Context: an optimization exercise on an open-source flow, tuned for small area. The choices shown serve that exercise and are no tape-out recipe. Function was checked by simulation only, so behaviour that the tests miss may differ from the original. Power is estimated from default activity; no workload was simulated.

==> flow/design.v <==
module Clock(clk, reset, tick1, tick2);
input clk, reset;
output tick1, tick2;
reg [5:0] p;
reg [7:0] q;
assign tick1 = (p == 6'd51);
assign tick2 = (q == 8'd201);
always @(posedge clk or posedge reset) begin
    if (reset) begin
        p <= 6'd26;
        q <= 8'd101;
    end else begin
        p <= tick1 ? 6'd0 : p + 6'd1;
        q <= tick2 ? 8'd0 : q + 8'd1;
    end
end
endmodule
module counter(clk, tick2, reset, sec_chuc, sec_dv, min_chuc, min_dv, hour_chuc, hour_dv);
input clk, tick2, reset;
output [3:0] sec_chuc, sec_dv, min_chuc, min_dv, hour_chuc, hour_dv;
reg [2:0] sc, mc;
reg [3:0] sd, md, hd;
reg [1:0] hc;
reg first;
assign sec_chuc = {1'b0, sc};
assign sec_dv = sd;
assign min_chuc = {1'b0, mc};
assign min_dv = md;
assign hour_chuc = {2'b00, hc};
assign hour_dv = hd;
wire sd9 = (sd == 4'd9);
wire sc5 = (sc == 3'd5);
wire md9 = (md == 4'd9);
wire mc5 = (mc == 3'd5);
wire hwrap = (hc == 2'd2) && (hd == 4'd3);
wire hd9 = (hd == 4'd9);
always @(posedge clk or posedge reset) begin
    if (reset) begin
        sc <= 0; sd <= 0; mc <= 0; md <= 0; hc <= 0; hd <= 0;
        first <= 1'b1;
    end else if (tick2) begin
        first <= 1'b0;
        if (!first) begin
            sd <= sd9 ? 4'd0 : sd + 4'd1;
            if (sd9) begin
                sc <= sc5 ? 3'd0 : sc + 3'd1;
                if (sc5) begin
                    md <= md9 ? 4'd0 : md + 4'd1;
                    if (md9) begin
                        mc <= mc5 ? 3'd0 : mc + 3'd1;
                        if (mc5) begin
                            if (hwrap) begin
                                hc <= 2'd0; hd <= 4'd0;
                            end else begin
                                hd <= hd9 ? 4'd0 : hd + 4'd1;
                                if (hd9) hc <= hc + 2'd1;
                            end
                        end
                    end
                end
            end
        end
    end
end
endmodule
module tm1638(clk, tick1, tick2, reset, stb, dio, sclk, data_check,
              sec_chuc, sec_dv, min_chuc, min_dv, hour_chuc, hour_dv);
input clk, tick1, tick2, reset;
output stb, dio, sclk;
output [7:0] data_check;
input [3:0] sec_chuc, sec_dv, min_chuc, min_dv, hour_chuc, hour_dv;
reg [2:0] g;
reg [1:0] s;
reg [3:0] u;
reg [3:0] sample;    
reg [2:0] lsc;       
reg [3:0] lsd;
reg roll;            
wire inbyte = ~s[1];
wire [2:0] b = u[3:1];
reg [3:0] x;
always @* begin
    case (g)
        3'd0: x = sec_chuc;
        3'd1: x = sec_dv;
        3'd2: x = min_chuc;
        3'd3: x = min_dv;
        3'd4: x = hour_chuc;
        3'd5: x = hour_dv;
        default: x = 4'd0;
    endcase
end
wire min0 = (min_chuc == 4'd0) && (min_dv == 4'd0);
wire hour0 = (hour_chuc == 4'd0) && (hour_dv == 4'd0);
reg [3:0] lx;
always @* begin
    case (g)
        3'd0: lx = {1'b0, lsc};
        3'd1: lx = lsd;
        3'd2: lx = (roll && min_dv == 4'd0) ? ((x == 4'd0) ? 4'd5 : x - 4'd1) : x;
        3'd3: lx = roll ? ((x == 4'd0) ? 4'd9 : x - 4'd1) : x;
        3'd4: lx = (roll && min0 && hour_dv == 4'd0) ? ((x == 4'd0) ? 4'd2 : x - 4'd1) : x;
        3'd5: lx = (roll && min0) ? ((x == 4'd0) ? (hour0 ? 4'd3 : 4'd9) : x - 4'd1) : x;
        default: lx = 4'd0;
    endcase
end
reg [7:0] cmd;
always @* begin
    case (g)
        3'd7: cmd = 8'h44;
        3'd6: cmd = 8'h8f;
        default: cmd = {4'hc, g, 1'b0};
    endcase
end
wire [7:0] dseg, cseg;
sseg sseg_d(lx, dseg);
sseg sseg_c(sample, cseg);
wire [7:0] byte_out = s[0] ? dseg : cmd;
assign stb = s[1] & ((u == 4'd0) | ((g == 3'd6) & (u == 4'd1)));
assign sclk = ~(inbyte & ~u[0]);
assign dio = inbyte ? byte_out[b] : (s[1] & (g == 3'd6) & (u == 4'd0));
assign data_check = s[1] ? 8'h00 : (s[0] ? cseg : cmd);
wire start_next = s[1] & (g == 3'd6) & (u == 4'd1);
always @(posedge clk or posedge reset) begin
    if (reset) begin
        g <= 3'd6; s <= 2'd2; u <= 4'd1;
    end else if (tick1) begin
        if (inbyte) begin
            u <= u + 4'd1;
            if (u == 4'd15)
                s <= (s[0] | g[2] & g[1]) ? 2'd2 : 2'd1;
        end else begin
            if ((u[0] & (g != 3'd6)) | u[1]) begin
                u <= 4'd0; s <= 2'd0; g <= g + 3'd1;
            end else
                u <= u + 4'd1;
        end
    end
end
always @(posedge clk) begin
    if (tick1) begin
        sample <= x;
        if (start_next) begin
            lsc <= sec_chuc[2:0];
            lsd <= sec_dv;
            roll <= 1'b0;
        end
    end else if (tick2 && sec_chuc == 4'd5 && sec_dv == 4'd9)
        roll <= 1'b1;
end
endmodule
module sseg(d, seg);
input [3:0] d;
output [7:0] seg;
assign seg[0] = d[3] | d[1] | ~(d[2] ^ d[0]);
assign seg[1] = ~d[2] | ~(d[1] ^ d[0]);
assign seg[2] = d[2] | ~d[1] | d[0];
assign seg[3] = d[3] | (~d[2] & ~d[0]) | (~d[2] & d[1]) | (d[1] & ~d[0]) | (d[2] & ~d[1] & d[0]);
assign seg[4] = ~d[0] & (~d[2] | d[1]);
assign seg[5] = d[3] | (~d[1] & ~d[0]) | (d[2] & ~d[1]) | (d[2] & ~d[0]);
assign seg[6] = d[3] | (d[2] ^ d[1]) | (d[1] & ~d[0]);
assign seg[7] = 1'b0;
endmodule
module mainblock(clk_50M, reset, dio, sclk, stb, data_check, sec_chuc, sec_dv, min_chuc, min_dv, hour_chuc, hour_dv);
input clk_50M, reset;
output wire [3:0] sec_chuc, sec_dv, min_chuc, min_dv, hour_chuc, hour_dv;
output wire dio, stb, sclk;
output wire [7:0] data_check;
wire tick1, tick2;
Clock Clock(clk_50M, reset, tick1, tick2);
tm1638 tm1638(clk_50M, tick1, tick2, reset, stb, dio, sclk, data_check, sec_chuc, sec_dv, min_chuc, min_dv, hour_chuc, hour_dv);
counter counter(clk_50M, tick2, reset, sec_chuc, sec_dv, min_chuc, min_dv, hour_chuc, hour_dv);
endmodule
==> flow/run.sh <==
#!/bin/bash
# synth_recipe.tcl (not shown) runs the flow's synth.tcl, then flattens the netlist and writes it again
# the make line also repeats each setting of config.mk as NAME=value (left out here)
make -C /OpenROAD-flow-scripts/flow DESIGN_CONFIG=/design/flow/config.mk WORK_HOME=/design/flow/orfs CLKGATE_MAP_FILE= SYNTH_SCRIPT=/design/flow/synth_recipe.tcl finish
==> flow/config.mk <==
export PLATFORM = sky130hd
export DESIGN_NAME = mainblock
export DESIGN_NICKNAME = mainblock
export VERILOG_FILES = /design/flow/design.v
export SDC_FILE = /design/flow/constraint.sdc
export NUM_CORES = 4
export LEC_CHECK = 0
export ABC_AREA = 1
export CAP_MARGIN = 20
export CORE_MARGIN = 2
export CORE_UTILIZATION = 40
export SLEW_MARGIN = 20
==> flow/constraint.sdc <==
create_clock -name core_clock -period 20.0 [get_ports {clk_50M}]
set_input_delay 4.0000 -clock core_clock [delete_from_list [all_inputs] [get_ports {clk_50M}]]
set_output_delay 4.0000 -clock core_clock [all_outputs]
set_load 0.01 [all_outputs]
==> metrics.md, run 1 <==
| Metric | Value |
|---|---|
| CP startpoint kind | `flop` |
| Post_cts resized | `0` |
| CP Max Fanout | `15` |
| RSZ-0062 raised after global routing | `false` |
| Avg Vias per Cell | `4.99` |
| FP Rows | `36` |
| Layout Area Growth over Synthesis | `14.0%` |
| Crit. End Element | `primary output` |
| Fmax | `0.120 GHz` |
| Die X | `104 um` |
| Antenna violations before repair | `0` |
| Total Routing Usage GR | `0.182` |
| Clk network pwr share | `0.419` |
| Delay-heaviest family, CP | `simple AND/OR/NAND/NOR gates` |
| Placement Cell Area | `0.00447 mm2` |
| Max IR drop VDD | `0.0312 mV` |
| Synth unique cells | `44` |
| # DRC | `0` |
| I/O Buffers | `32` |
| Die area | `0.0109 mm2` |
| Largest net degree at the start of global routing | `45` |
| Die Y | `104 um` |
| Average wire per standard cell | `13.5 um` |
| Clock transition at the registers of the reported paths | `0.10 ns` |
| Hold EP | `Clock.p[0]$_DFF_PP0_` |
| Worst-Skew Late Latency | `0.32 ns` |
| Layout cells sized above 1 | `0.129` |
| Avg Cell Area, Syn | `7.58 um2` |
| Switching Power | `0.0000425 W` |
| Setup WS post-layout | `11.69 ns` |
| Worst R2R Path Depth | `6` |
| Post-Place Setup Slack | `12.04 ns` |
| # diodes | `0` |
| Via count | `3489` |
| CORE AREA | `0.00977 mm2` |
| Critical Path RT | `16.00 ns` |
| Number of global-route vias before repair | `3364` |
| Gate power share | `0.012` |
| Dpl hpwl | `7260 um` |
| Crit path largest cell delay | `0.71 ns` |
| CTS H-tree depth | `2` |
| CTS Buf Count | `5` |
| Setup violators final | `0` |
| Status | `complete, no violations` |
| Post-layout net count | `597` |
| Hold path cells | `1` |
| Hold Crit Class | `reg2reg` |
| Fin util | `0.470` |
| DRT Wirelength | `9410 um` |
| Clk sinks | `56` |
| Number of synthesized flops with an enable pin | `12` |
| DR iter-0 viols | `181` |
| CTS root buffer | `clkbuf_8` |
| Seq cells post-synth | `56` |
| Crit Path Class | `reg2out` |
| # IOs | `37` |
| Internal power | `0.000162 W` |
| Crit path DAT | `4.31 ns` |
| P_leak | `2.15 nW` |
| FF-to-FF End | `tm1638.roll$_DFFE_PP_` |
| Ys flop type | `dfrtp_1` |
| Global-route wire length before repair | `16400 um` |
| Reg2reg setup slack | `17.60 ns` |
| Routed Antenna Nets | `0` |
| Setup Skew | `0.0194 ns` |
| Initial core utilization | `0.413` |
| Total negative slack | `0 ns` |
| Slew Limit Fails | `0` |
| Relative slew slack | `0.406` |
| Sequential share of the synthesized area | `0.366` |
| Drt pass-1 iters | `4` |
| Worst hold margin | `0.473 ns` |
| Hold Fails Final Rpt | `0` |
| Post-Syn Area | `0.00404 mm2` |
| Hold Buf Count CTS | `0` |
| Buffers and inverters on the worst path | `4` |
| FF-to-FF Start | `tm1638.g[1]$_DFFE_PP1P_` |
| Slew @ Worst Pin | `0.885 ns` |
| Syn Inst Count | `532` |
| CTS tree | `built` |
| FFs w/ async S/R, synth | `0.786` |
| Synth warn | `3` |
| GRT overflow | `0` |
| Final Wtd Congestion | `0.890` |
| Max Cap Violations | `0` |
| Flop pwr share | `0.569` |
| Maximum clock path buffer count | `2` |
| Fin crit share | `0.415` |
| Post-route cell area | `0.00460 mm2` |
| Period minus WS final | `8.31 ns` |
| CP max stage cell | `dfstp_2` |
| Most used cell, CP | `nand2_1` |
| Setup bufs post-CTS | `0` |
| HP Start | `Clock.p[0]$_DFF_PP0_` |
| Pwr dens | `44.4 mW/mm2` |
| Sw Ratio | `0.208` |
## worst register-to-register path, delay by kind of cell (launching register included)
family,cells,cell delay [ns]
and+or+nand+nor,3,0.93
AOI/OAI and AO/OA,1,0.20
DFF,1,0.59
adders and majority gates,1,0.30
buffers and inverters,1,0.12
## worst max-delay path by stage
stage | slack, ns | start | to | cells past startpoint
3_3_place_gp | 12.02 | tm1638.g[2]$_DFFE_PP1P_ | dio | 23
2_1_floorplan | 13.01 | tm1638.g[2]$_DFFE_PP1P_ | dio | 20
6_report | 11.69 | tm1638.g[2]$_DFFE_PP1P_ | dio | 25
4_1_cts | 11.69 | tm1638.g[2]$_DFFE_PP1P_ | dio | 21
3_5_place_dp | 12.04 | tm1638.g[2]$_DFFE_PP1P_ | dio | 21
5_1_grt | 11.28 | tm1638.g[2]$_DFFE_PP1P_ | dio | 25
## layout make-up
class,instances,area (um2)
Clock buffer,7,97.6
Clock inverter,1,30.0
Fill cell,1001,5180
Inverter,87,327
Multi-Input combinational cell,382,2170
Sequential cell,56,1480
Tap cell,133,166
Timing Repair Buffer,33,328
## Yosys cell counts (2+ instances only)
master	instances	area, um2
a21oi_1	38	190
a21oi_2	4	35.0
a22o_1	4	35.0
a31oi_1	4	25.0
buf_4	5	37.5
clkbuf_1	2	7.51
dfrtp_1	32	801
dfstp_2	12	315
edfxtp_1	12	360
ha_1	30	375
inv_1	75	282
inv_2	12	45.0
nand2_1	102	383
nand2_2	15	93.8
nand2_4	2	22.5
nand3_1	33	165
nand3_2	5	50.1
nand4_1	10	62.6
nor2_1	59	221
nor2_2	6	37.5
nor3_1	16	80.1
nor3b_1	3	22.5
nor4_1	3	18.8
o21ai_0	20	100
o21ai_1	2	10.0
o22ai_1	2	12.5
xor2_1	7	61.3
## state kept, by name, indices dropped and copies added (netlist names), 4 cells and up
register	count
tm1638.lsd	4
tm1638.u	4
Clock.q	8
counter.sd	4
counter.md	4
tm1638.sample	4
counter.hd	4
Clock.p	6
## layout by cell type (no fill, tap or decap), drive strengths merged, types with 2 or more instances in the layout
| master | count |
|---|---|
| nand2 | 119 |
| nand4 | 12 |
| dfstp | 12 |
| nor2 | 66 |
| nor3 | 16 |
| clkbuf | 7 |
| clkdlybuf4s50 | 32 |
| inv | 86 |
| conb | 4 |
| a21oi | 42 |
| nor3b | 3 |
| ha | 30 |
| a31oi | 4 |
| o22ai | 2 |
| edfxtp | 12 |
| xor2 | 7 |
| a22o | 4 |
| nor4 | 4 |
| o21ai | 24 |
| dfrtp | 32 |
| nand3 | 39 |
## per-layer routing
| layer | GRT usage | share of wire | vias up |
|---|---|---|---|
| li1 | - | - | 1787 |
| met1 | 0.259 | 0.50 | 1638 |
| met2 | 0.294 | 0.47 | 60 |
| met3 | 0.0276 | 0.029 | 4 |
| met4 | 0.0338 | 0.0040 | 0 |
| met5 | 0 | 0 | - |
## power by group through the flow
stage | Combinational [W] | Sequential [W] | Clock (W)
after floorplan | 0.00000219 | 0.000118 | 0
after global placement | 0.00000258 | 0.000118 | 0
after detailed placement | 0.00000256 | 0.000118 | 0
after CTS | 0.00000258 | 0.000116 | 0.0000881
after global routing | 0.00000292 | 0.000116 | 0.0000918
final | 0.00000241 | 0.000116 | 0.0000856
## metrics by stage
step / cells / power [W]
global route: 699 / 0.000211
detailed placement: 691 / 0.000121
floorplan: 535 / 0.000121
finish: 699 / 0.000204
global placement: 691 / 0.000121
CTS: 699 / 0.000207
## logic make-up after synthesis
logic type,Yosys count,synth area share
buffers and inverters,97,0.0983
AND/OR/NAND/NOR,260,0.309
XOR/XNOR,7,0.0152
adder cells (fa/ha/maj),30,0.0930
AO/OA/AOI/OAI,81,0.118
flip-flops,56,0.366
other,1,0.000929
==> run 2: changes to the inputs <==
--- a/flow/design.v
+++ b/flow/design.v
@@ -2,16 +2,16 @@
 input clk, reset;
 output tick1, tick2;
 reg [5:0] p;
-reg [7:0] q;
-assign tick1 = (p == 6'd51);
-assign tick2 = (q == 8'd201);
+reg [8:0] q;
+assign tick1 = ~p[0] & p[1] & p[2] & ~p[3] & p[4];
+assign tick2 = ~q[0] & q[1] & q[3] & ~q[4] & q[6] & q[7] & q[8];
 always @(posedge clk or posedge reset) begin
     if (reset) begin
-        p <= 6'd26;
-        q <= 8'd101;
+        p <= 6'b010001;
+        q <= 9'b101101011;
     end else begin
-        p <= tick1 ? 6'd0 : p + 6'd1;
-        q <= tick2 ? 8'd0 : q + 8'd1;
+        p <= {p[4:0], p[5] ^ p[0] ^ tick1};
+        q <= {q[7:0], q[8] ^ q[3] ^ tick2};
     end
 end
 endmodule
@@ -21,7 +21,6 @@
 reg [2:0] sc, mc;
 reg [3:0] sd, md, hd;
 reg [1:0] hc;
-reg first;
 assign sec_chuc = {1'b0, sc};
 assign sec_dv = sd;
 assign min_chuc = {1'b0, mc};
@@ -37,10 +36,8 @@
 always @(posedge clk or posedge reset) begin
     if (reset) begin
         sc <= 0; sd <= 0; mc <= 0; md <= 0; hc <= 0; hd <= 0;
-        first <= 1'b1;
     end else if (tick2) begin
-        first <= 1'b0;
-        if (!first) begin
+        begin
             sd <= sd9 ? 4'd0 : sd + 4'd1;
             if (sd9) begin
                 sc <= sc5 ? 3'd0 : sc + 3'd1;
==> metrics.md, run 2 <==
| Metric | Value |
|---|---|
| Largest Register | `Clock.q` |
| FF-to-FF Start | `Clock.p[4]$_DFF_PP1_` |
| Average wire per standard cell | `13.6 um` |
| Relative slew slack | `0.491` |
| Hold Crit Class | `reg2reg` |
| Total Routing Usage GR | `0.175` |
| Crit. End Element | `primary output` |
| Post_cts resized | `0` |
| Simple-Gate Fraction of Synth Area | `0.307` |
| Reg2reg setup slack | `17.50 ns` |
| Setup violators final | `0` |
| Avg Vias per Cell | `5.11` |
| Slew @ Worst Pin | `0.758 ns` |
| Synth Area in XOR/XNOR | `0.0182` |
| CP startpoint kind | `flop` |
| Layer with the highest usage | `met2` |
| Synth warn | `3` |
| Fin crit share | `0.424` |
| Final Wtd Congestion | `0.965` |
| DRT Wirelength | `8430 um` |
| FP Rows | `35` |
| Setup bufs post-CTS | `0` |
| Syn Inst Count | `477` |
| CTS Buf Count | `5` |
| FF-to-FF End | `tm1638.u[3]$_DFFE_PP0P_` |
| Post-synthesis mux area share | `0.00595` |
| # IOs | `37` |
| Sequential share of the synthesized area | `0.390` |
| CP endpoint | `dio` |
| Max reg flops | `9` |
| Top-area cell type share of the netlist area | `0.212` |
| Post-Syn Area | `0.00378 mm2` |
| Max Cap Violations | `0` |
| Cell taking the most area after synthesis | `dfrtp_1` |
| Seq cells post-synth | `56` |
| Crit path DAT | `4.48 ns` |
| Fmax | `0.118 GHz` |
| Commonest non-fill, non-tap cell in the layout | `nand2_1` |
| Maximum clock path buffer count | `2` |
| CP Max Fanout | `15` |
| GRT overflow | `0` |
| I/O Buffers | `32` |
| Slew Limit Fails | `0` |
| CORE AREA | `0.00920 mm2` |
| # diodes | `0` |
| Largest net degree at the start of global routing | `45` |
| Clk sinks | `56` |
| Most common cell in the netlist | `nand2_1` |
| Initial core utilization | `0.412` |
| Post-Synth Adder-Cell Area | `0.0893` |
| Period minus WS final | `8.48 ns` |
| Number of synthesized flops with an enable pin | `12` |
| Final std cells w/o fill | `619` |
| Status | `complete, no violations` |
| Layout cells sized above 1 | `0.132` |
| Die Y | `101 um` |
| Met1 Usage GRT | `0.243` |
| Routed Antenna Nets | `0` |
| Largest family of logic cells by synthesized area | `simple AND/OR/NAND/NOR gates` |
| Total negative slack | `0 ns` |
| Layout Area Growth over Synthesis | `12.7%` |
| P_leak | `1.93 nW` |
| Global-route wire length before repair | `14500 um` |
| Drt pass-1 iters | `4` |
| Clock transition at the registers of the reported paths | `0.11 ns` |
| Ys flop type | `dfrtp_1` |
| Inst Count DP | `611` |
| Most frequent cells in the layout | `nand2_1 (90), inv_1 (60), nor2_1 (45)` |
| Via count | `3163` |
| Number of global-route vias before repair | `3109` |
| Max IR drop VDD | `0.0282 mV` |
| CTS H-tree depth | `2` |
| Worst R2R Path Depth | `6` |
| Synth unique cells | `50` |
| Area contributors post-synth | `dfrtp_1 (21%), edfxtp_1 (9.5%), ha_1 (8.9%)` |
| Post-layout net count | `536` |
| DR iter-0 viols | `166` |
| Setup Skew | `0.00435 ns` |
| Pwr dens | `43.6 mW/mm2` |
| RSZ-0062 raised after global routing | `false` |
| # DRC | `0` |
| CTS tree | `built` |
| Hold Fails Final Rpt | `0` |
| Antenna violations before repair | `0` |
| Critical Path RT | `16.00 ns` |
| Die X | `101 um` |
| FFs w/ async S/R, synth | `0.786` |
| Compound-Gate Fraction of Synth Area | `0.0936` |
| Worst-Skew Late Latency | `0.32 ns` |
| Hold Buf Count CTS | `0` |
| Fin util | `0.464` |
| GR Util met2 | `0.292` |
| Dpl hpwl | `6490 um` |
| Met3 GRT Util | `0.0193` |
| CTS root buffer | `clkbuf_8` |
| Crit Path Class | `reg2out` |
| Largest regs | `Clock.q: 9 flops, Clock.p: 6 flops` |
| Die area | `0.0103 mm2` |
| Avg Cell Area, Syn | `7.93 um2` |
| Worst Setup SP | `tm1638.g[2]$_DFFE_PP1P_` |
| Commonest cells in the netlist | `nand2_1 (90), inv_1 (61), nor2_1 (45)` |
[run 2: cell types whose count changed in the layout (fill, tap and decap cells not counted), sizes merged, moves of 3 or more]
| cell | change |
|---|---|
| nand4 | -4 |
| nor2 | -12 |
| inv | -14 |
| a22o | -4 |
| nand3 | +9 |
| ha | -3 |
| o21ai | -4 |
| a21oi | -12 |
| nand3b | +3 |
| nand2 | -19 |
[run 2: area by class of cell]
type / instances / area (um2)
timing repair buffer: 33 / 328
sequential: 56 / 1480
fill: 904 / 4930
multi-input combinational: 340 / 1960
clock buffer: 5 / 68.8
tap: 111 / 139
inverter: 71 / 267
clock inverter: 3 / 25.0
[run 2: metal layers]
metal	part of all wire	routed length, um
met1	0.49	4110
met3	0.033	278
met4	0.011	92
met5	0	0
met2	0.47	3950
[run 2: how the worst min path moves through the flow]
stage,start,cells past startpoint,end
after CTS,Clock.q[5]$_DFF_PP1_,0,Clock.q[6]$_DFF_PP1_
after global routing,Clock.q[5]$_DFF_PP1_,0,Clock.q[6]$_DFF_PP1_
after global placement,Clock.q[2]$_DFF_PP0_,0,Clock.q[3]$_DFF_PP1_
after floorplan,Clock.q[2]$_DFF_PP0_,0,Clock.q[3]$_DFF_PP1_
after detailed placement,Clock.q[2]$_DFF_PP0_,0,Clock.q[3]$_DFF_PP1_
final,Clock.q[5]$_DFF_PP1_,0,Clock.q[6]$_DFF_PP1_
[run 2: where the power goes]
group	switching [W]	internal, W	total, W
combinational	0.00000200	0.000000314	0.00000232
sequential	0	0.000116	0.000116
clock	0.0000415	0.0000257	0.0000672
total	0.0000435	0.000142	0.000186
[run 2: kinds of logic after synthesis]
group / after synthesis
XOR/XNOR: 7
flip-flops: 56
AO/OA/AOI/OAI: 63
buffers and inverters: 84
AND/OR/NAND/NOR: 237
other: 1
multiplexers: 2
adder cells (fa/ha/maj): 27
[run 2: critical path, stage by stage, from the launching register on]
cell and delay, ns:
dfstp_2 0.70, inv_2 0.18, ha_1 0.28, nand2_1 0.08, nand3_1 0.09, o21ai_2 0.46
nand3_2 0.26, nand2_1 0.15, nand3_1 0.07, nand3_1 0.08, nand3_1 0.15, ha_1 0.25
or3_1 0.37, a21oi_1 0.13, nand3_1 0.08, nand2_1 0.07, nand2_1 0.05, nand2_1 0.05
nand3_1 0.07, nand2_1 0.07, nand2_1 0.05, clkdlybuf4s50_1 0.47
[run 2: metrics by stage]
step / area [um2] / total power [W] / hold slack, ns / setup WS [ns]
after global placement: 4170 / 0.000121 / 0.339 / 12.02
final: 4270 / 0.000186 / 0.364 / 11.52
after detailed placement: 4170 / 0.000121 / 0.343 / 11.91
after floorplan: 3800 / 0.000121 / 0.333 / 12.75
after CTS: 4270 / 0.000189 / 0.365 / 11.53
after global routing: 4270 / 0.000193 / 0.367 / 11.18
==> run 3: changes to the inputs <==
==> flow/flow/run.sh (new file) <==
#!/bin/bash
# Own layout flow: the standard synthesis, then its combinational logic
# re-mapped by ABC for area (registers kept as they are), then the standard
# layout with small port buffers. Each tool's output goes to a log here.
set -u
W=$(pwd)
R=$W/orfs/results/$FLOW_PLATFORM/mainblock/base
LIB=$FLOW_HOME/platforms/sky130hd/lib/sky130_fd_sc_hd__tt_025C_1v80.lib
YOSYS=$(command -v yosys || echo $FLOW_HOME/../tools/install/yosys/bin/yosys)

bash standard.sh synth > $W/log_1_standard_synth.log 2>&1 || exit 1
cp $R/1_2_yosys.v $W/std_1_2_yosys.v

sed -e "s|@LIB@|$LIB|g" -e "s|@IN@|$W/std_1_2_yosys.v|g" -e "s|@OUT@|$W/resynth.v|g" \
    -e "s|@ABC@|$W/flow/area.abc|g" $W/flow/resynth.ys > $W/resynth.ys
if timeout 600 $YOSYS -c /dev/null -s $W/resynth.ys > $W/log_2_resynth.log 2>&1 \
   && python3 $W/flow/sameregs.py $W/std_1_2_yosys.v $W/resynth.v > $W/log_3_sameregs.log 2>&1; then
    cp $W/resynth.v $R/1_2_yosys.v
    rm -f $R/1_synth.odb
    echo "using the re-mapped netlist" >> $W/log_3_sameregs.log
else
    echo "keeping the standard netlist" >> $W/log_3_sameregs.log
fi

export BUFFER_PORTS_ARGS="-buffer_cell sky130_fd_sc_hd__buf_1"
bash standard.sh finish > $W/log_4_standard_finish.log 2>&1 || exit 1
==> flow/flow/area.abc (new file) <==
strash
&get -n
&deepsyn -T 20
&put
&get -n
&dch -f
&nf -R 1000
&put
==> flow/flow/resynth.ys (new file) <==
read_liberty -ignore_miss_func -ignore_miss_dir @LIB@
read_verilog @IN@
hierarchy -top mainblock
setattr -mod -set keep_hierarchy 1 sky130_fd_sc_hd__df* sky130_fd_sc_hd__edf* sky130_fd_sc_hd__sdf* sky130_fd_sc_hd__dl*
flatten
rename -hide w:*.*
select mainblock
opt -purge
abc -liberty @LIB@ -dont_use *lpflow* -dont_use *probe* -script @ABC@
opt_clean -purge
setundef -zero
splitnets
opt_clean -purge
hilomap -hicell sky130_fd_sc_hd__conb_1 HI -locell sky130_fd_sc_hd__conb_1 LO
opt_clean -purge
write_verilog -noattr -nohex -nodec -selected @OUT@
==> flow/flow/sameregs.py (new file) <==
# Check that two netlists hold the same registers: same instance names and cell types.
import re, sys
def regs(path):
    t = open(path).read()
    return sorted(re.findall(r'^\s*(sky130_fd_sc_hd__(?:df|edf|sdf|dl)\w*)\s+(\S+)\s*\(', t, re.M))
a, b = regs(sys.argv[1]), regs(sys.argv[2])
print(len(a), "registers in the standard netlist,", len(b), "in the re-mapped one")
if a != b or not a:
    print("registers differ")
    sys.exit(1)
print("same registers")
==> flow/standard.sh (new file) <==
#!/bin/bash
# synth_recipe.tcl (not shown) runs the flow's synth.tcl, then flattens the netlist and writes it again
# the make line also repeats each setting of config.mk as NAME=value (left out here)
make -C /OpenROAD-flow-scripts/flow DESIGN_CONFIG=/design/flow/config.mk WORK_HOME=/design/flow/orfs CLKGATE_MAP_FILE= SYNTH_SCRIPT=/design/flow/synth_recipe.tcl "${@:-finish}"
removed: flow/run.sh
==> metrics.md, run 3 <==
| Metric | Value |
|---|---|
| Status | `complete, no violations` |
| Post-layout net count | `536` |
| Global-route wire length before repair | `14200 um` |
| Crit Path Class | `reg2out` |
| Layer with the highest usage | `met2` |
| Die X | `101 um` |
| Top-area cell type share of the netlist area | `0.212` |
| Commonest cells in the netlist | `nand2_1 (90), inv_1 (61), nor2_1 (45)` |
| CP Max Fanout | `15` |
| Reg2reg setup slack | `17.51 ns` |
| Worst hold margin | `0.364 ns` |
| Most common cell in the netlist | `nand2_1` |
| Worst-Skew Late Latency | `0.32 ns` |
| FF-to-FF End | `tm1638.s[0]$_DFFE_PP0P_` |
| Number of synthesized flops with an enable pin | `12` |
| Avg Vias per Cell | `5.08` |
| Hold Fails Final Rpt | `0` |
| Total Routing Usage GR | `0.174` |
| Crit path DAT | `4.08 ns` |
| Fillers | `938` |
| Multi-input logic area | `0.00196 mm2` |
| Post-route cell area | `0.00407 mm2` |
| Layout Area Growth over Synthesis | `7.40%` |
| FF-to-FF Start | `Clock.p[4]$_DFF_PP1_` |
| Die Y | `101 um` |
| P_leak | `1.85 nW` |
| Initial core utilization | `0.412` |
| GR Util met2 | `0.273` |
| Syn Inst Count | `477` |
| Drt pass-1 iters | `5` |
| Clk sinks | `56` |
| Setup Skew | `0.00891 ns` |
| Placement Cell Area | `0.00397 mm2` |
| Seq cells post-synth | `56` |
| FP Rows | `35` |
| Most frequent cells in the layout | `nand2_1 (90), inv_1 (60), nor2_1 (45)` |
| Via count | `3142` |
| CORE AREA | `0.00920 mm2` |
| Avg Cell Area, Syn | `7.93 um2` |
| GRT overflow | `0` |
| HP Start | `Clock.q[5]$_DFF_PP1_` |
| Ys flop type | `dfrtp_1` |
| Met3 GRT Util | `0.0242` |
| Post_cts resized | `0` |
| Cell taking the most area after synthesis | `dfrtp_1` |
| CTS tree | `built` |
| Setup violators final | `0` |
| Worst R2R Path Depth | `6` |
| Slew @ Worst Pin | `0.723 ns` |
| Synth warn | `3` |
| Area contributors post-synth | `dfrtp_1 (21%), edfxtp_1 (9.5%), ha_1 (8.9%)` |
| Hold path cells | `0` |
| CTS root buffer | `clkbuf_8` |
| Hold Crit Class | `reg2reg` |
| Die area | `0.0103 mm2` |
| Routed Antenna Nets | `0` |
| # DRC | `0` |
| Largest Register | `Clock.q` |
| Total negative slack | `0 ns` |
| I/O Buffers | `32` |
| Maximum clock path buffer count | `2` |
| Number of global-route vias before repair | `2940` |
| Max Cap Violations | `0` |
| Commonest non-fill, non-tap cell in the layout | `nand2_1` |
| Crit. End Element | `primary output` |
| Setup bufs post-CTS | `0` |
| Slew Limit Fails | `0` |
| Sequential share of the synthesized area | `0.390` |
| Clock transition at the registers of the reported paths | `0.11 ns` |
| Register area | `0.00148 mm2` |
| Antenna violations before repair | `0` |
| CTS Buf Count | `5` |
| Worst Setup SP | `tm1638.g[2]$_DFFE_PP1P_` |
| Max IR drop VDD | `0.0287 mV` |
| Fmax | `0.124 GHz` |
| Largest net degree at the start of global routing | `45` |
| CTS H-tree depth | `2` |
| Relative slew slack | `0.514` |
| # diodes | `0` |
| Met1 Usage GRT | `0.252` |
| Final Wtd Congestion | `0.915` |
| DRT Wirelength | `8370 um` |
| Post-Syn Area | `0.00378 mm2` |
| FFs w/ async S/R, synth | `0.786` |
| Critical Path RT | `16.00 ns` |
| Max reg flops | `9` |
| CP startpoint kind | `flop` |
| Pwr dens | `45.7 mW/mm2` |
| Synth unique cells | `50` |
| RSZ-0062 raised after global routing | `false` |
| Average wire per standard cell | `13.5 um` |
| DR iter-0 viols | `187` |
| Layout cells sized above 1 | `0.132` |
| # IOs | `37` |
| Largest regs | `Clock.q: 9 flops, Clock.p: 6 flops` |
| Dpl hpwl | `6530 um` |
| Period minus WS final | `8.08 ns` |
| Hold EP | `Clock.q[6]$_DFF_PP1_` |
| Fin crit share | `0.404` |
| Hold Buf Count CTS | `0` |
[run 3: changes by cell type in the layout (fill, tap and decap cells not counted)]
cell	before	now
buf_1	0	32
clkdlybuf4s50_1	32	0
[run 3: cell families after synthesis]
kind of cell	count (synthesis)	share of synthesized area
compound gates	63	0.0936
xor+xnor	7	0.0182
fa+ha+maj	27	0.0893
buf+inv	84	0.0945
flops	56	0.390
mux	2	0.00595
other cells	1	0.000991
simple gates	237	0.307
[run 3: area by class of cell]
class	instances	share of cell area
Clock buffer	5	0.0169
Clock inverter	3	0.00616
Inverter	71	0.0656
Multi-Input combinational cell	340	0.483
Sequential cell	56	0.363
Tap cell	111	0.0342
Timing Repair Buffer	33	0.0314
[run 3: per-layer routing]
| metal | up-vias | routed length (um) |
|---|---|---|
| met2 | 62 | 3950 |
| met3 | 8 | 279 |
| met4 | 0 | 90 |
| li1 | 1606 | - |
| met1 | 1466 | 4040 |
| met5 | - | 0 |
[run 3: critical path, cell delays in order, from the launching register on]
cell	delay, ns
dfstp_2	0.69
inv_2	0.18
ha_1	0.27
nor2_2	0.16
nand3_4	0.14
nand2_4	0.14
ha_1	0.26
nand3_2	0.19
nand2_1	0.15
nand3_1	0.07
nand3_1	0.08
nand3_1	0.15
ha_1	0.25
or3_1	0.36
a21oi_1	0.12
nand3_1	0.08
nand2_1	0.07
nand2_1	0.05
nand2_1	0.05
nand3_1	0.07
nand2_1	0.07
nand2_1	0.04
buf_1	0.12
[run 3: worst max-delay path by stage]
| stage | slack (ns) | to | cells past startpoint |
|---|---|---|---|
| final | 11.92 | dio | 22 |
| after global placement | 12.39 | dio | 22 |
| after global routing | 11.52 | dio | 24 |
| after detailed placement | 12.28 | dio | 22 |
| after CTS | 11.90 | dio | 22 |
| after floorplan | 12.75 | dio | 22 |
[run 3: metrics by stage]
stage / power (W) / instances / setup WS (ns) / utilization
after floorplan: 0.000121 / 480 / 12.75 / -
after global routing: 0.000193 / 619 / 11.52 / 0.442
after CTS: 0.000189 / 619 / 11.90 / 0.442
after global placement: 0.000121 / 611 / 12.39 / 0.432
after detailed placement: 0.000121 / 611 / 12.28 / 0.432
final: 0.000186 / 619 / 11.92 / 0.442
[run 3: report_power, final]
part	total, W	switching, W	internal (W)
Sequential	0.000116	0	0.000116
Clock	0.0000672	0.0000414	0.0000257
Combinational	0.00000224	0.00000205	0.000000188
==> run 4: changes to the inputs <==
--- a/flow/flow/run.sh
+++ b/flow/flow/run.sh
@@ -13,7 +13,7 @@
 
 sed -e "s|@LIB@|$LIB|g" -e "s|@IN@|$W/std_1_2_yosys.v|g" -e "s|@OUT@|$W/resynth.v|g" \
     -e "s|@ABC@|$W/flow/area.abc|g" $W/flow/resynth.ys > $W/resynth.ys
-if timeout 600 $YOSYS -c /dev/null -s $W/resynth.ys > $W/log_2_resynth.log 2>&1 \
+if timeout 600 $YOSYS -s $W/resynth.ys > $W/log_2_resynth.log 2>&1 \
    && python3 $W/flow/sameregs.py $W/std_1_2_yosys.v $W/resynth.v > $W/log_3_sameregs.log 2>&1; then
     cp $W/resynth.v $R/1_2_yosys.v
     rm -f $R/1_synth.odb
==> metrics.md, run 4 <==
| Metric | Value |
|---|---|
| Status | `complete, no violations` |
| Max IR drop VDD | `0.0347 mV` |
| Fillers | `648` |
| CTS root buffer | `clkbuf_8` |
| Antenna violations before repair | `0` |
| Total Routing Usage GR | `0.161` |
| Die X | `85.8 um` |
| Pwr dens | `63.6 mW/mm2` |
| Period minus WS final | `8.44 ns` |
| Synth warn | `3` |
| Commonest non-fill, non-tap cell in the layout | `nor2_1` |
| Slew @ Worst Pin | `0.691 ns` |
| FP Rows | `29` |
| Crit Path Class | `reg2out` |
| Number of global-route vias before repair | `1874` |
| Setup bufs post-CTS | `0` |
| Worst-Skew Late Latency | `0.32 ns` |
| Register area | `0.00148 mm2` |
| Avg Vias per Cell | `5.36` |
| Max reg flops | `9` |
| # IOs | `37` |
| Slew Limit Fails | `0` |
| Largest regs | `Clock.q: 9 flops, Clock.p: 6 flops` |
| Tot Pwr | `0.000193 W` |
| Syn Inst Count | `269` |
| RSZ-0062 raised after global routing | `false` |
| Max Cap Violations | `0` |
| Drt pass-1 iters | `20` |
| DRT Wirelength | `5620 um` |
| Post-Syn Area | `0.00268 mm2` |
| Layout cells sized above 1 | `0.0769` |
| Maximum clock path buffer count | `2` |
| P_leak | `1.22 nW` |
| Relative slew slack | `0.536` |
| CTS Buf Count | `5` |
| Avg Cell Area, Syn | `9.94 um2` |
| Hold Fails Final Rpt | `0` |
| # diodes | `0` |
| Hold Crit Class | `reg2reg` |
| Multi-input logic area | `0.00117 mm2` |
| Post_cts resized | `0` |
| Dpl hpwl | `4040 um` |
| Global-route wire length before repair | `9320 um` |
| Largest net degree at the start of global routing | `45` |
| Layout Area Growth over Synthesis | `13.4%` |
| # DRC | `0` |
| Average wire per standard cell | `14.4 um` |
| Clock transition at the registers of the reported paths | `0.11 ns` |
| Crit. End Element | `primary output` |
| CP startpoint kind | `flop` |
| Setup violators final | `0` |
| Crit path DAT | `4.44 ns` |
| Routed Antenna Nets | `0` |
| CTS tree | `built` |
| Most frequent cells in the layout | `nor2_1 (40), dfrtp_1 (32), buf_1 (32)` |
| Fmax | `0.118 GHz` |
| Critical Path RT | `16.00 ns` |
| CTS H-tree depth | `2` |
| DR iter-0 viols | `137` |
| Die Y | `85.8 um` |
| Setup Skew | `0.00629 ns` |
| CORE AREA | `0.00642 mm2` |
| Hold Buf Count CTS | `0` |
| I/O Buffers | `32` |
| GRT overflow | `0` |
| Largest Register | `Clock.q` |
| Final Wtd Congestion | `0.849` |
| Post-layout net count | `313` |
| Via count | `2086` |
| Die area | `0.00736 mm2` |
| Clk sinks | `56` |
| Total negative slack | `0 ns` |
| CP Max Fanout | `6` |
| Initial core utilization | `0.417` |
| Fin crit share | `0.422` |
==> run 4: routing by layer <==
| layer | global-route usage | share of wire | vias to the layer above |
|---|---|---|---|
| met4 | 0.0534 | 0.0052 | 0 |
| li1 | - | - | 1062 |
| met3 | 0.0327 | 0.037 | 2 |
| met2 | 0.248 | 0.46 | 46 |
| met5 | 0 | 0 | - |
| met1 | 0.229 | 0.49 | 976 |
==> run 4: power by group <==
part | total (W) | internal, W | leakage [nW] | switching (W)
registers | 0.000116 | 0.000116 | 0.659 | 0
clock network | 0.0000746 | 0.0000337 | 0.0589 | 0.0000409
logic | 0.00000225 | 0.000000189 | 0.505 | 0.00000206
==> run 4: final timing paths <==
kind                                    startpoint                   endpoint  slack (ns)  cells past startpoint
min                           Clock.q[5]$_DFF_PP1_       Clock.q[6]$_DFF_PP1_        0.37                      0
min reg2reg                   Clock.q[5]$_DFF_PP1_       Clock.q[6]$_DFF_PP1_        0.37                      0
max reg2reg                   Clock.q[1]$_DFF_PP1_  counter.hc[1]$_DFFE_PP0P_       16.11                     16
max                        tm1638.g[2]$_DFFE_PP1P_                        dio       11.56                     20
max in group asynchronous                    reset    tm1638.g[1]$_DFFE_PP1P_       15.84                      3
min in group asynchronous                    reset       Clock.p[3]$_DFF_PP0_        3.77                      3
==> run 4: area by class of cell <==
| cell class | count | share of cell area |
|---|---|---|
| clock buffer | 6 | 0.0309 |
| clock inverter | 2 | 0.00660 |
| inverter | 9 | 0.0111 |
| multi-input combinational | 204 | 0.386 |
| sequential | 56 | 0.487 |
| tap | 77 | 0.0318 |
| timing repair buffer | 35 | 0.0470 |
==> run 4: worst max-delay path, stage by stage (launching register included) <==
cell and delay (ns):
dfstp_2 0.60, clkinv_1 0.14, nor3b_1 0.50, a22o_1 0.22, a221o_1 0.16, a221o_1 0.17
nor2_1 0.07, nand2_1 0.13, nor2_1 0.06, a211o_1 0.31, nor2b_1 0.28, xnor2_1 0.20
or2_0 0.18, nand2_1 0.06, a32oi_1 0.17, nor3_1 0.07, nor3_1 0.20, nor2_1 0.06
a311o_1 0.31, o31ai_1 0.07, buf_1 0.18
==> run 4: stage by stage <==
step | util | setup WS [ns] | instances | hold WS, ns | instance area, um2
3_5_place_dp | 0.455 | 11.93 | 381 | 0.346 | 2920
2_1_floorplan | - | 12.46 | 269 | 0.333 | 2680
6_report | 0.472 | 11.56 | 389 | 0.366 | 3030
4_1_cts | 0.472 | 11.53 | 389 | 0.367 | 3030
5_1_grt | 0.472 | 11.15 | 389 | 0.369 | 3030
3_3_place_gp | 0.455 | 12.10 | 381 | 0.335 | 2920
==> run 5: changes to the inputs <==
--- a/flow/flow/run.sh
+++ b/flow/flow/run.sh
@@ -23,4 +23,5 @@
 fi
 
 export BUFFER_PORTS_ARGS="-buffer_cell sky130_fd_sc_hd__buf_1"
+[ -f $W/flow/env.sh ] && source $W/flow/env.sh
 bash standard.sh finish > $W/log_4_standard_finish.log 2>&1 || exit 1
==> flow/flow/env.sh (new file) <==
# clock tree: one cluster of all registers, no dummy loads
export CTS_ARGS="-root_buf sky130_fd_sc_hd__clkbuf_16 -buf_list sky130_fd_sc_hd__clkbuf_16 -sink_clustering_enable -sink_clustering_size 60 -sink_clustering_max_diameter 500 -dont_use_dummy_load -repair_clock_nets"
==> metrics.md, run 5 <==
| Metric | Value |
|---|---|
| Switching Power | `0.0000387 W` |
| Clk sinks | `56` |
| Internal power | `0.000161 W` |
| CORE AREA | `0.00642 mm2` |
| P_leak | `1.23 nW` |
| Hold path cells | `0` |
| GRT overflow | `0` |
| Hold EP | `Clock.q[3]$_DFF_PP1_` |
| Clk network pwr share | `0.406` |
| Layout cells sized above 1 | `0.0680` |
| Dpl hpwl | `4040 um` |
| Die area | `0.00736 mm2` |
| I/O Buffers | `32` |
| Max reg flops | `9` |
| FF-to-FF End | `counter.hd[2]$_DFFE_PP0P_` |
| Setup Skew | `0.0180 ns` |
| Max Cap Violations | `0` |
| FF-to-FF Start | `Clock.q[1]$_DFF_PP1_` |
| Status | `complete, no violations` |
| Reg2reg setup slack | `16.11 ns` |
| Hold Buf Count CTS | `0` |
| CP max stage cell | `dfstp_2` |
| Post-layout net count | `313` |
| Period minus WS final | `8.37 ns` |
| Crit path DAT | `4.37 ns` |
| Final Wtd Congestion | `0.849` |
| Synth warn | `3` |
| Avg Cell Area, Syn | `9.94 um2` |
| Crit. End Element | `primary output` |
| Worst Setup SP | `tm1638.g[2]$_DFFE_PP1P_` |
| Pwr dens | `65.5 mW/mm2` |
| Post_cts resized | `0` |
| Gate power share | `0.011` |
| Flop pwr share | `0.583` |
| CTS tree | `built` |
| Average wire per standard cell | `14.5 um` |
| # diodes | `0` |
| Total Routing Usage GR | `0.162` |
| Routed Antenna Nets | `0` |
| DR iter-0 viols | `138` |
| Setup WS post-layout | `11.63 ns` |
| Hold Fails Final Rpt | `0` |
| CP startpoint kind | `flop` |
| Syn Inst Count | `269` |
| Slew Limit Fails | `0` |
| Number of global-route vias before repair | `1839` |
| Most frequent cells in the layout | `nor2_1 (40), dfrtp_1 (32), buf_1 (32)` |
| Post-Place Setup Slack | `11.93 ns` |
| Die Y | `85.8 um` |
| Setup violators final | `0` |
| Total negative slack | `0 ns` |
| Relative slew slack | `0.542` |
| Crit-path cells | `clkinv_1, nor3b_1, a22o_1, a221o_1, a221o_1, nor2_1, nand2_1, nor2_1, a211o_1, nor2b_1, xnor2_1, or2_0, nand2_1, a32oi_1, nor3_1, nor3_1, nor2_1, a311o_1, o31ai_1, buf_1` |
| Slew @ Worst Pin | `0.681 ns` |
| CTS H-tree depth | `2` |
| Largest regs | `Clock.q: 9 flops, Clock.p: 6 flops` |
| FP Rows | `29` |
| HP Start | `Clock.q[2]$_DFF_PP0_` |
| Initial core utilization | `0.417` |
| Antenna violations before repair | `0` |
| Crit path largest cell delay | `0.58 ns` |
| CTS root buffer | `clkbuf_16` |
| Sw Ratio | `0.194` |
| Inst Count DP | `381` |
| Worst-Skew Late Latency | `0.30 ns` |
| Commonest non-fill, non-tap cell in the layout | `nor2_1` |
| Final std cells w/o fill | `386` |
| Fin crit share | `0.419` |
| CTS Buf Count | `5` |
| RSZ-0062 raised after global routing | `false` |
| Setup bufs post-CTS | `0` |
| Avg Vias per Cell | `5.47` |
| Most used cell, CP | `nor2_1` |
| Drt pass-1 iters | `23` |
| # DRC | `0` |
| Largest net degree at the start of global routing | `45` |
| Worst R2R Path Depth | `16` |
| Hold Crit Class | `reg2reg` |
| Global-route wire length before repair | `9300 um` |
| Fmax | `0.119 GHz` |
| Clock transition at the registers of the reported paths | `0.08 ns` |
| Post-Syn Area | `0.00268 mm2` |
| Via count | `2112` |
| DRT Wirelength | `5590 um` |
| Maximum clock path buffer count | `2` |
| # IOs | `37` |
| Crit Path Class | `reg2out` |
| Largest Register | `Clock.q` |
| Critical Path RT | `16.00 ns` |
| Max IR drop VDD | `0.0370 mV` |
| Layout Area Growth over Synthesis | `13.8%` |
| Die X | `85.8 um` |
| CP Max Fanout | `6` |
[run 5: power by group through the flow]
stage | Clock, W | Sequential (W) | Combinational, W
after floorplan | 0 | 0.000118 | 0.00000161
after global placement | 0 | 0.000118 | 0.00000236
after detailed placement | 0 | 0.000118 | 0.00000244
after CTS | 0.0000838 | 0.000116 | 0.00000244
after global routing | 0.0000880 | 0.000116 | 0.00000277
final | 0.0000810 | 0.000116 | 0.00000226
[run 5: critical path: cells and delay by family (launching register included)]
kind                      cells  cell delay [ns]
xor gates and xnor gates      1             0.20
and+or+nand+nor              10             1.58
AOI/OAI and AO/OA             7             1.41
DFF                           1             0.58
buffers and inverters         2             0.32
[run 5: worst max-delay path by stage]
stage | end | slack [ns] | cells past startpoint
5_1_grt | dio | 11.22 | 19
6_report | dio | 11.63 | 20
4_1_cts | dio | 11.61 | 18
2_1_floorplan | dio | 12.46 | 17
3_5_place_dp | dio | 11.93 | 18
3_3_place_gp | dio | 12.10 | 18
[run 5: stage by stage]
stage	power, W	hold slack, ns	cell area (um2)	util
after detailed placement	0.000121	0.346	2920	0.455
after floorplan	0.000120	0.333	2680	-
after global placement	0.000121	0.335	2920	0.455
after global routing	0.000207	0.363	3050	0.474
final	0.000200	0.359	3050	0.474
after CTS	0.000202	0.362	3050	0.474
[run 5: cell type report]
cell class / instances / area, um2
sequential: 56 / 1480
clock buffer: 5 / 125
timing repair buffer: 35 / 143
inverter: 9 / 33.8
multi-input combinational: 204 / 1170
fill: 638 / 3380
tap: 77 / 96.3
[run 5: layer usage]
layer / global-route usage / wire, um / part of all wire / up-vias
li1: - / - / - / 1061
met3: 0.0327 / 252 / 0.045 / 6
met1: 0.240 / 2730 / 0.49 / 988
met2: 0.237 / 2540 / 0.45 / 57
met5: 0 / 0 / 0 / -
met4: 0.0534 / 72 / 0.013 / 0
==> run 6: changes to the inputs <==
--- a/flow/design.v
+++ b/flow/design.v
@@ -27,35 +27,31 @@
 assign min_dv = md;
 assign hour_chuc = {2'b00, hc};
 assign hour_dv = hd;
-wire sd9 = (sd == 4'd9);
-wire sc5 = (sc == 3'd5);
-wire md9 = (md == 4'd9);
-wire mc5 = (mc == 3'd5);
-wire hwrap = (hc == 2'd2) && (hd == 4'd3);
-wire hd9 = (hd == 4'd9);
+wire e0 = tick2;
+wire a0 = e0 & sd[0];
+wire e1 = a0 & sd[3];
+wire a1 = e1 & sc[0];
+wire e2 = a1 & sc[2];
+wire a2 = e2 & md[0];
+wire e3 = a2 & md[3];
+wire a3 = e3 & mc[0];
+wire e4 = a3 & mc[2];
+wire a4 = e4 & hd[0];
+wire e5 = a4 & hd[3];
+wire wrap = a4 & hd[1] & hc[1];    
 always @(posedge clk or posedge reset) begin
     if (reset) begin
         sc <= 0; sd <= 0; mc <= 0; md <= 0; hc <= 0; hd <= 0;
-    end else if (tick2) begin
-        begin
-            sd <= sd9 ? 4'd0 : sd + 4'd1;
-            if (sd9) begin
-                sc <= sc5 ? 3'd0 : sc + 3'd1;
-                if (sc5) begin
-                    md <= md9 ? 4'd0 : md + 4'd1;
-                    if (md9) begin
-                        mc <= mc5 ? 3'd0 : mc + 3'd1;
-                        if (mc5) begin
-                            if (hwrap) begin
-                                hc <= 2'd0; hd <= 4'd0;
-                            end else begin
-                                hd <= hd9 ? 4'd0 : hd + 4'd1;
-                                if (hd9) hc <= hc + 2'd1;
-                            end
-                        end
-                    end
-                end
-            end
+    end else begin
+        sd <= {a0 ? sd[1] & sd[2] : sd[3], sd[2] ^ (a0 & sd[1]), sd[1] ^ (a0 & ~sd[3]), sd[0] ^ e0};
+        sc <= {a1 ? sc[1] : sc[2], sc[1] ^ (a1 & ~sc[2]), sc[0] ^ e1};
+        md <= {a2 ? md[1] & md[2] : md[3], md[2] ^ (a2 & md[1]), md[1] ^ (a2 & ~md[3]), md[0] ^ e2};
+        mc <= {a3 ? mc[1] : mc[2], mc[1] ^ (a3 & ~mc[2]), mc[0] ^ e3};
+        if (wrap) begin
+            hd <= 4'd0; hc <= 2'd0;
+        end else begin
+            hd <= {a4 ? hd[1] & hd[2] : hd[3], hd[2] ^ (a4 & hd[1]), hd[1] ^ (a4 & ~hd[3]), hd[0] ^ e4};
+            hc <= {hc[1] | (e5 & hc[0]), hc[0] ^ e5};
         end
     end
 end
@@ -69,7 +65,7 @@
 reg [2:0] g;
 reg [1:0] s;
 reg [3:0] u;
-reg [3:0] sample;    
+reg inc;             
 reg [2:0] lsc;       
 reg [3:0] lsd;
 reg roll;            
@@ -87,20 +83,32 @@
         default: x = 4'd0;
     endcase
 end
+reg [3:0] dx;
+always @* begin
+    if (x == 4'd0) begin
+        case (g)
+            3'd0, 3'd2: dx = 4'd5;
+            3'd4: dx = 4'd2;
+            3'd5: dx = (hour_chuc == 4'd0) ? 4'd3 : 4'd9;
+            default: dx = 4'd9;
+        endcase
+    end else
+        dx = x - 4'd1;
+end
+wire sec0 = (sec_chuc == 4'd0) && (sec_dv == 4'd0);
 wire min0 = (min_chuc == 4'd0) && (min_dv == 4'd0);
-wire hour0 = (hour_chuc == 4'd0) && (hour_dv == 4'd0);
-reg [3:0] lx;
+reg carry_in;        
 always @* begin
     case (g)
-        3'd0: lx = {1'b0, lsc};
-        3'd1: lx = lsd;
-        3'd2: lx = (roll && min_dv == 4'd0) ? ((x == 4'd0) ? 4'd5 : x - 4'd1) : x;
-        3'd3: lx = roll ? ((x == 4'd0) ? 4'd9 : x - 4'd1) : x;
-        3'd4: lx = (roll && min0 && hour_dv == 4'd0) ? ((x == 4'd0) ? 4'd2 : x - 4'd1) : x;
-        3'd5: lx = (roll && min0) ? ((x == 4'd0) ? (hour0 ? 4'd3 : 4'd9) : x - 4'd1) : x;
-        default: lx = 4'd0;
+        3'd2: carry_in = (min_dv == 4'd0);
+        3'd4: carry_in = min0 && (hour_dv == 4'd0);
+        3'd5: carry_in = min0;
+        default: carry_in = 1'b1;
     endcase
 end
+wire [3:0] lx = (g == 3'd0) ? {1'b0, lsc} : (g == 3'd1) ? lsd : ((roll && carry_in) ? dx : x);
+wire cb = inc && carry_in && ((g == 3'd0) ? (sec_dv == 4'd0) : (g == 3'd1) ? 1'b1 : sec0);
+wire [3:0] cx = cb ? dx : x;
 reg [7:0] cmd;
 always @* begin
     case (g)
@@ -111,7 +119,7 @@
 end
 wire [7:0] dseg, cseg;
 sseg sseg_d(lx, dseg);
-sseg sseg_c(sample, cseg);
+sseg sseg_c(cx, cseg);
 wire [7:0] byte_out = s[0] ? dseg : cmd;
 assign stb = s[1] & ((u == 4'd0) | ((g == 3'd6) & (u == 4'd1)));
 assign sclk = ~(inbyte & ~u[0]);
@@ -136,14 +144,17 @@
 end
 always @(posedge clk) begin
     if (tick1) begin
-        sample <= x;
+        inc <= 1'b0;
         if (start_next) begin
             lsc <= sec_chuc[2:0];
             lsd <= sec_dv;
             roll <= 1'b0;
         end
-    end else if (tick2 && sec_chuc == 4'd5 && sec_dv == 4'd9)
-        roll <= 1'b1;
+    end else if (tick2) begin
+        inc <= 1'b1;
+        if (sec_chuc == 4'd5 && sec_dv == 4'd9)
+            roll <= 1'b1;
+    end
 end
 endmodule
 module sseg(d, seg);
==> flow/flow/env.sh (replaced) <==
# clock tree: clkbuf_8 buffers only, no dummy loads
export CTS_ARGS="-root_buf sky130_fd_sc_hd__clkbuf_8 -buf_list sky130_fd_sc_hd__clkbuf_8 -sink_clustering_enable -sink_clustering_size 60 -sink_clustering_max_diameter 500 -dont_use_dummy_load -repair_clock_nets"
--- a/flow/config.mk
+++ b/flow/config.mk
@@ -8,5 +8,5 @@
 export ABC_AREA = 1
 export CAP_MARGIN = 20
 export CORE_MARGIN = 2
-export CORE_UTILIZATION = 40
+export CORE_UTILIZATION = 65
 export SLEW_MARGIN = 20
==> metrics.md, run 6 <==
| Metric | Value |
|---|---|
| Dpl hpwl | `4010 um` |
| DRT Wirelength | `5600 um` |
| Reg2reg setup slack | `16.50 ns` |
| Final Wtd Congestion | `0.878` |
| Crit. End Element | `primary output` |
| DR iter-0 viols | `175` |
| I/O Buffers | `32` |
| Total negative slack | `0 ns` |
| Largest net degree at the start of global routing | `45` |
| Setup violators final | `0` |
| Via count | `2192` |
| Average wire per standard cell | `15.7 um` |
| Die X | `67.4 um` |
| Initial core utilization | `0.663` |
| Max reg flops | `9` |
| Synth warn | `3` |
| Crit path largest cell delay | `0.72 ns` |
| Maximum clock path buffer count | `2` |
| Post-Syn Area | `0.00261 mm2` |
| Fmax | `0.113 GHz` |
| Hold Fails Final Rpt | `0` |
| Largest Register | `Clock.q` |
| Hold path cells | `0` |
| HP Start | `Clock.q[5]$_DFF_PP1_` |
| Post_cts resized | `0` |
| # diodes | `0` |
| Clk sinks | `53` |
| Number of global-route vias before repair | `1933` |
| Period minus WS final | `8.88 ns` |
| FF-to-FF End | `counter.hc[1]$_DFF_PP0_` |
| Status | `complete, no violations` |
| Routed Antenna Nets | `0` |
| GRT overflow | `0` |
| Post-Place Setup Slack | `11.54 ns` |
| Syn Inst Count | `267` |
| Fin crit share | `0.444` |
| Setup Skew | `0.0255 ns` |
| CTS root buffer | `clkbuf_8` |
| Relative slew slack | `0.482` |
| Most frequent cells in the layout | `nor2_1 (35), dfrtp_1 (32), buf_1 (32)` |
| CP startpoint kind | `flop` |
| Max Cap Violations | `0` |
| CP max stage cell | `dfstp_2` |
| Avg Vias per Cell | `6.16` |
| RSZ-0062 raised after global routing | `false` |
| Setup bufs post-CTS | `0` |
| Crit Path Class | `reg2out` |
| Die area | `0.00454 mm2` |
| Avg Cell Area, Syn | `9.79 um2` |
| Hold EP | `Clock.q[6]$_DFF_PP1_` |
| Hold Buf Count CTS | `0` |
| Slew Limit Fails | `0` |
| # IOs | `37` |
| Worst R2R Path Depth | `9` |
| Total Routing Usage GR | `0.274` |
| Largest regs | `Clock.q: 9 flops, Clock.p: 6 flops` |
| Most used cell, CP | `a31oi_1` |
| Slew @ Worst Pin | `0.767 ns` |
| Layout Area Growth over Synthesis | `10.2%` |
| Commonest non-fill, non-tap cell in the layout | `nor2_1` |
| Hold Crit Class | `reg2reg` |
| CTS Buf Count | `5` |
| Setup WS post-layout | `11.12 ns` |
| Die Y | `67.4 um` |
| Delay-heaviest family, CP | `compound AO/OA/AOI/OAI gates` |
| FP Rows | `23` |
| Pwr dens | `57.5 mW/mm2` |
| CP Max Fanout | `16` |
| Global-route wire length before repair | `9190 um` |
| Clock transition at the registers of the reported paths | `0.10 ns` |
| CTS H-tree depth | `2` |
| Critical Path RT | `16.00 ns` |
| Crit-path cells | `nor3_1, a32o_1, a221o_1, a221oi_1, and3_1, nand2_1, o21ai_0, o221ai_1, and2_0, nand2b_1, o31a_1, a2111oi_0, a31oi_1, nor2_1, a31oi_1, o22ai_1, o31ai_1, buf_1` |
| Crit path DAT | `4.88 ns` |
| Antenna violations before repair | `0` |
| FF-to-FF Start | `Clock.q[3]$_DFF_PP1_` |
| Post-layout net count | `310` |
| Buffers and inverters on the worst path | `1` |
| # DRC | `0` |
| Max IR drop VDD | `0.0693 mV` |
| CORE AREA | `0.00394 mm2` |
| Layout cells sized above 1 | `0.0621` |
| Worst-Skew Late Latency | `0.31 ns` |
| CTS tree | `built` |
| Drt pass-1 iters | `4` |
| P_leak | `1.17 nW` |
-- run 6: layout make-up --
cell class / count / area [um2]
Multi-Input combinational cell: 204 / 1200
Inverter: 10 / 37.5
Timing Repair Buffer: 34 / 135
Tap cell: 50 / 62.6
Clock buffer: 5 / 68.8
Sequential cell: 53 / 1380
Fill cell: 322 / 1060
-- run 6: worst reg2reg max path: stages, from the launching register on --
cell,delay [ns]
dfstp_2,0.56
nand4_1,0.09
nor4b_1,0.69
and2_0,0.35
and3_1,0.34
and3_1,0.31
and3_1,0.28
and3_1,0.31
nand2_1,0.12
mux2_1,0.30
-- run 6: report_power, final --
group / switching (W) / leakage (nW) / internal [W] / total, W
sequential: 0 / 0.639 / 0.000109 / 0.000109
clock: 0.0000316 / 0.0359 / 0.0000227 / 0.0000542
combinational: 0.00000199 / 0.493 / 0.000000189 / 0.00000218
-- run 6: worst max-delay path by stage --
stage / start / end / slack, ns / depth (start not counted)
after floorplan: tm1638.g[1]$_DFFE_PP1P_ / dio / 12.17 / 17
final: tm1638.g[2]$_DFFE_PP1P_ / dio / 11.12 / 18
after global routing: tm1638.g[2]$_DFFE_PP1P_ / dio / 10.73 / 19
after CTS: tm1638.g[2]$_DFFE_PP1P_ / dio / 11.19 / 18
after global placement: tm1638.g[2]$_DFFE_PP1P_ / dio / 11.59 / 18
after detailed placement: tm1638.g[2]$_DFFE_PP1P_ / dio / 11.54 / 18
-- run 6: metrics by stage --
step | instance area (um2) | util | total power (W) | hold slack [ns] | instances
final | 2880 | 0.731 | 0.000166 | 0.378 | 356
after global routing | 2880 | 0.731 | 0.000170 | 0.383 | 356
after CTS | 2880 | 0.731 | 0.000166 | 0.381 | 356
after detailed placement | 2810 | 0.713 | 0.000114 | 0.351 | 351
after global placement | 2810 | 0.713 | 0.000113 | 0.344 | 351
after floorplan | 2610 | - | 0.000113 | 0.333 | 267
-- run 6: metal layers --
metal  share of wire  vias to the layer above  global-route usage
met5               0                        -                   0
met4           0.015                        0              0.0944
met3           0.049                        9              0.0383
met2            0.47                       62               0.437
met1            0.47                     1062               0.388
li1                -                     1059                   -
==> run 7: changes to the inputs <==
--- a/flow/config.mk
+++ b/flow/config.mk
@@ -8,5 +8,5 @@
 export ABC_AREA = 1
 export CAP_MARGIN = 20
 export CORE_MARGIN = 2
-export CORE_UTILIZATION = 65
+export CORE_UTILIZATION = 40
 export SLEW_MARGIN = 20
==> metrics.md, run 7 <==
| Metric | Value |
|---|---|
| Via count | `2181` |
| Dpl hpwl | `4100 um` |
| Relative slew slack | `0.443` |
| Reg2reg setup slack | `16.50 ns` |
| FF-to-FF Start | `Clock.q[3]$_DFF_PP1_` |
| CP endpoint | `dio` |
| Pwr dens | `57.0 mW/mm2` |
| Final std cells w/o fill | `383` |
| Total negative slack | `0 ns` |
| Setup Skew | `0.0155 ns` |
| # DRC | `0` |
| Most used cell, CP | `a31oi_1` |
| Crit Path Class | `reg2out` |
| Die Y | `84.8 um` |
| GRT overflow | `0` |
| Largest regs | `Clock.q: 9 flops, Clock.p: 6 flops` |
| Slew Limit Fails | `0` |
| Avg Vias per Cell | `5.69` |
| Most frequent cells in the layout | `nor2_1 (35), dfrtp_1 (32), buf_1 (32)` |
| # IOs | `37` |
| Average wire per standard cell | `15.0 um` |
| DRT Wirelength | `5730 um` |
| Drt pass-1 iters | `5` |
| Largest Register | `Clock.q` |
| Clock transition at the registers of the reported paths | `0.09 ns` |
| Routed Antenna Nets | `0` |
| Critical Path RT | `16.00 ns` |
| CP startpoint kind | `flop` |
| FP Rows | `29` |
| Maximum clock path buffer count | `2` |
| Antenna violations before repair | `0` |
| Largest net degree at the start of global routing | `45` |
| Status | `complete, no violations` |
| Die area | `0.00720 mm2` |
| Post_cts resized | `0` |
| Placement Cell Area | `0.00285 mm2` |
| Max IR drop VDD | `0.0447 mV` |
| Hold Buf Count CTS | `0` |
| Final Wtd Congestion | `0.879` |
| FF-to-FF End | `counter.hd[2]$_DFF_PP0_` |
| Crit. End Element | `primary output` |
| Layout Area Growth over Synthesis | `11.5%` |
| CORE AREA | `0.00635 mm2` |
| I/O Buffers | `32` |
| Worst R2R Path Depth | `11` |
| Slew @ Worst Pin | `0.824 ns` |
| CTS Buf Count | `5` |
| Post-Place Setup Slack | `11.51 ns` |
| Syn Inst Count | `267` |
| Met1 Usage GRT | `0.255` |
| # diodes | `0` |
| Total Routing Usage GR | `0.164` |
| Fin crit share | `0.443` |
| Setup bufs post-CTS | `0` |
| Crit path largest cell delay | `0.71 ns` |
| Clk sinks | `53` |
| Layout cells sized above 1 | `0.0621` |
| Max reg flops | `9` |
| Period minus WS final | `8.86 ns` |
| Setup violators final | `0` |
| CTS H-tree depth | `2` |
| Multi-input logic area | `0.00120 mm2` |
| Avg Cell Area, Syn | `9.79 um2` |
| Inst Count DP | `378` |
| Crit-path cells | `nor3_1, a32o_1, a221o_1, a221oi_1, and3_1, nand2_1, o21ai_0, o221ai_1, and2_0, nand2b_1, o31a_1, a2111oi_0, a31oi_1, nor2_1, a31oi_1, o22ai_1, o31ai_1, buf_1` |
| Register area | `0.00138 mm2` |
| Crit path DAT | `4.86 ns` |
| DR iter-0 viols | `195` |
| Global-route wire length before repair | `9560 um` |
| GR Util met2 | `0.230` |
| Worst-Skew Late Latency | `0.30 ns` |
| Setup WS post-layout | `11.14 ns` |
| P_leak | `1.17 nW` |
| Hold Fails Final Rpt | `0` |
| CTS root buffer | `clkbuf_8` |
| Worst Setup SP | `tm1638.g[2]$_DFFE_PP1P_` |
| Fillers | `613` |
| CTS tree | `built` |
| CP max stage cell | `dfstp_2` |
| Hold Crit Class | `reg2reg` |
| Post-route cell area | `0.00291 mm2` |
| Post-Syn Area | `0.00261 mm2` |
| Synth warn | `3` |
| Die X | `84.8 um` |
| Commonest non-fill, non-tap cell in the layout | `nor2_1` |
| Fmax | `0.113 GHz` |
| Number of global-route vias before repair | `1955` |
| Layer with the highest usage | `met1` |
| CP Max Fanout | `16` |
| RSZ-0062 raised after global routing | `false` |
| Met3 GRT Util | `0.0282` |
| Max Cap Violations | `0` |
| Post-layout net count | `310` |
| Initial core utilization | `0.412` |
-- run 7: layout make-up --
class | count | area share
Clock buffer | 5 | 0.0236
Inverter | 10 | 0.0129
Multi-Input combinational cell | 204 | 0.412
Sequential cell | 53 | 0.472
Tap cell | 77 | 0.0331
Timing Repair Buffer | 34 | 0.0464
-- run 7: worst min-delay path by stage --
| stage | startpoint | to | slack, ns | cells past startpoint |
|---|---|---|---|---|
| finish | Clock.q[5]$_DFF_PP1_ | Clock.q[6]$_DFF_PP1_ | 0.36 | 0 |
| global route | Clock.q[5]$_DFF_PP1_ | Clock.q[6]$_DFF_PP1_ | 0.36 | 0 |
| CTS | Clock.q[5]$_DFF_PP1_ | Clock.q[6]$_DFF_PP1_ | 0.36 | 0 |
| detailed placement | Clock.q[2]$_DFF_PP0_ | Clock.q[3]$_DFF_PP1_ | 0.35 | 0 |
| global placement | Clock.q[2]$_DFF_PP0_ | Clock.q[3]$_DFF_PP1_ | 0.33 | 0 |
| floorplan | Clock.q[2]$_DFF_PP0_ | Clock.q[3]$_DFF_PP1_ | 0.33 | 0 |
-- run 7: worst max-delay path, delay by kind of cell (launching register included) --
kind            cells  cell delay [ns]
simple gates        6             1.09
compound gates     11             2.64
flops               1             0.71
buf+inv             1             0.13
-- run 7: per-layer routing --
metal  wire, um  part of all wire
met1       2900              0.51
met2       2440              0.43
met3        294             0.051
met4         95             0.017
met5          0                 0
-- run 7: power by group --
part	internal, W	total, W	switching (W)	leakage (nW)
registers	0.000109	0.000109	0	0.639
clock network	0.0000227	0.0000547	0.0000320	0.0359
logic	0.000000189	0.00000218	0.00000199	0.493
total	0.000132	0.000166	0.0000340	1.17
-- run 7: through the flow --
stage                      util  hold slack, ns  total power (W)
after global routing      0.459           0.365         0.000173
after CTS                 0.459           0.362         0.000168
final                     0.459           0.361         0.000166
after global placement    0.448           0.333         0.000114
after floorplan               -           0.333         0.000113
after detailed placement  0.448           0.347         0.000114

-- port drivers added, routing unchanged --
In the flow no input, the clock included, has a driving cell. The finished layouts below were timed again as built, in two steps. Step 1 (the two cells are an assumption about what drives the block):
set clk [get_ports {clk_50M}]
set_driving_cell -lib_cell sky130_fd_sc_hd__clkbuf_16 $clk
set_driving_cell -lib_cell sky130_fd_sc_hd__buf_2 [delete_from_list [all_inputs] $clk]
Step 2 also shifts input and output timing later by t, the mid clock arrival at the registers, as if the neighbouring blocks saw the same clock. Slacks: no drivers / after step 1 / after step 2; pairs: no drivers / after step 1.
run | t (ns) | setup slack, ns | worst setup path at the end | worst slew at a driven data input, ns | cell pins on the clock port's net
run 1 | 0.339 | 11.693 / 11.664 / 12.003 | register to output | 0.03 | 1
run 2 | 0.348 | 11.521 / 11.489 / 11.838 | register to output | 0.03 | 1
run 3 | 0.343 | 11.920 / 11.890 / 12.232 | register to output | 0.03 | 1
run 4 | 0.341 | 11.556 / 11.528 / 11.868 | register to output | 0.03 | 1
run 5 | 0.321 | 11.630 / 11.597 / 11.918 | register to output | 0.03 | 1
run 6 | 0.328 | 11.116 / 11.088 / 11.416 | register to output | 0.03 | 1
run 7 | 0.326 | 11.135 / 11.107 / 11.432 | register to output | 0.03 | 1
After both steps setup and hold are still met in every run listed.
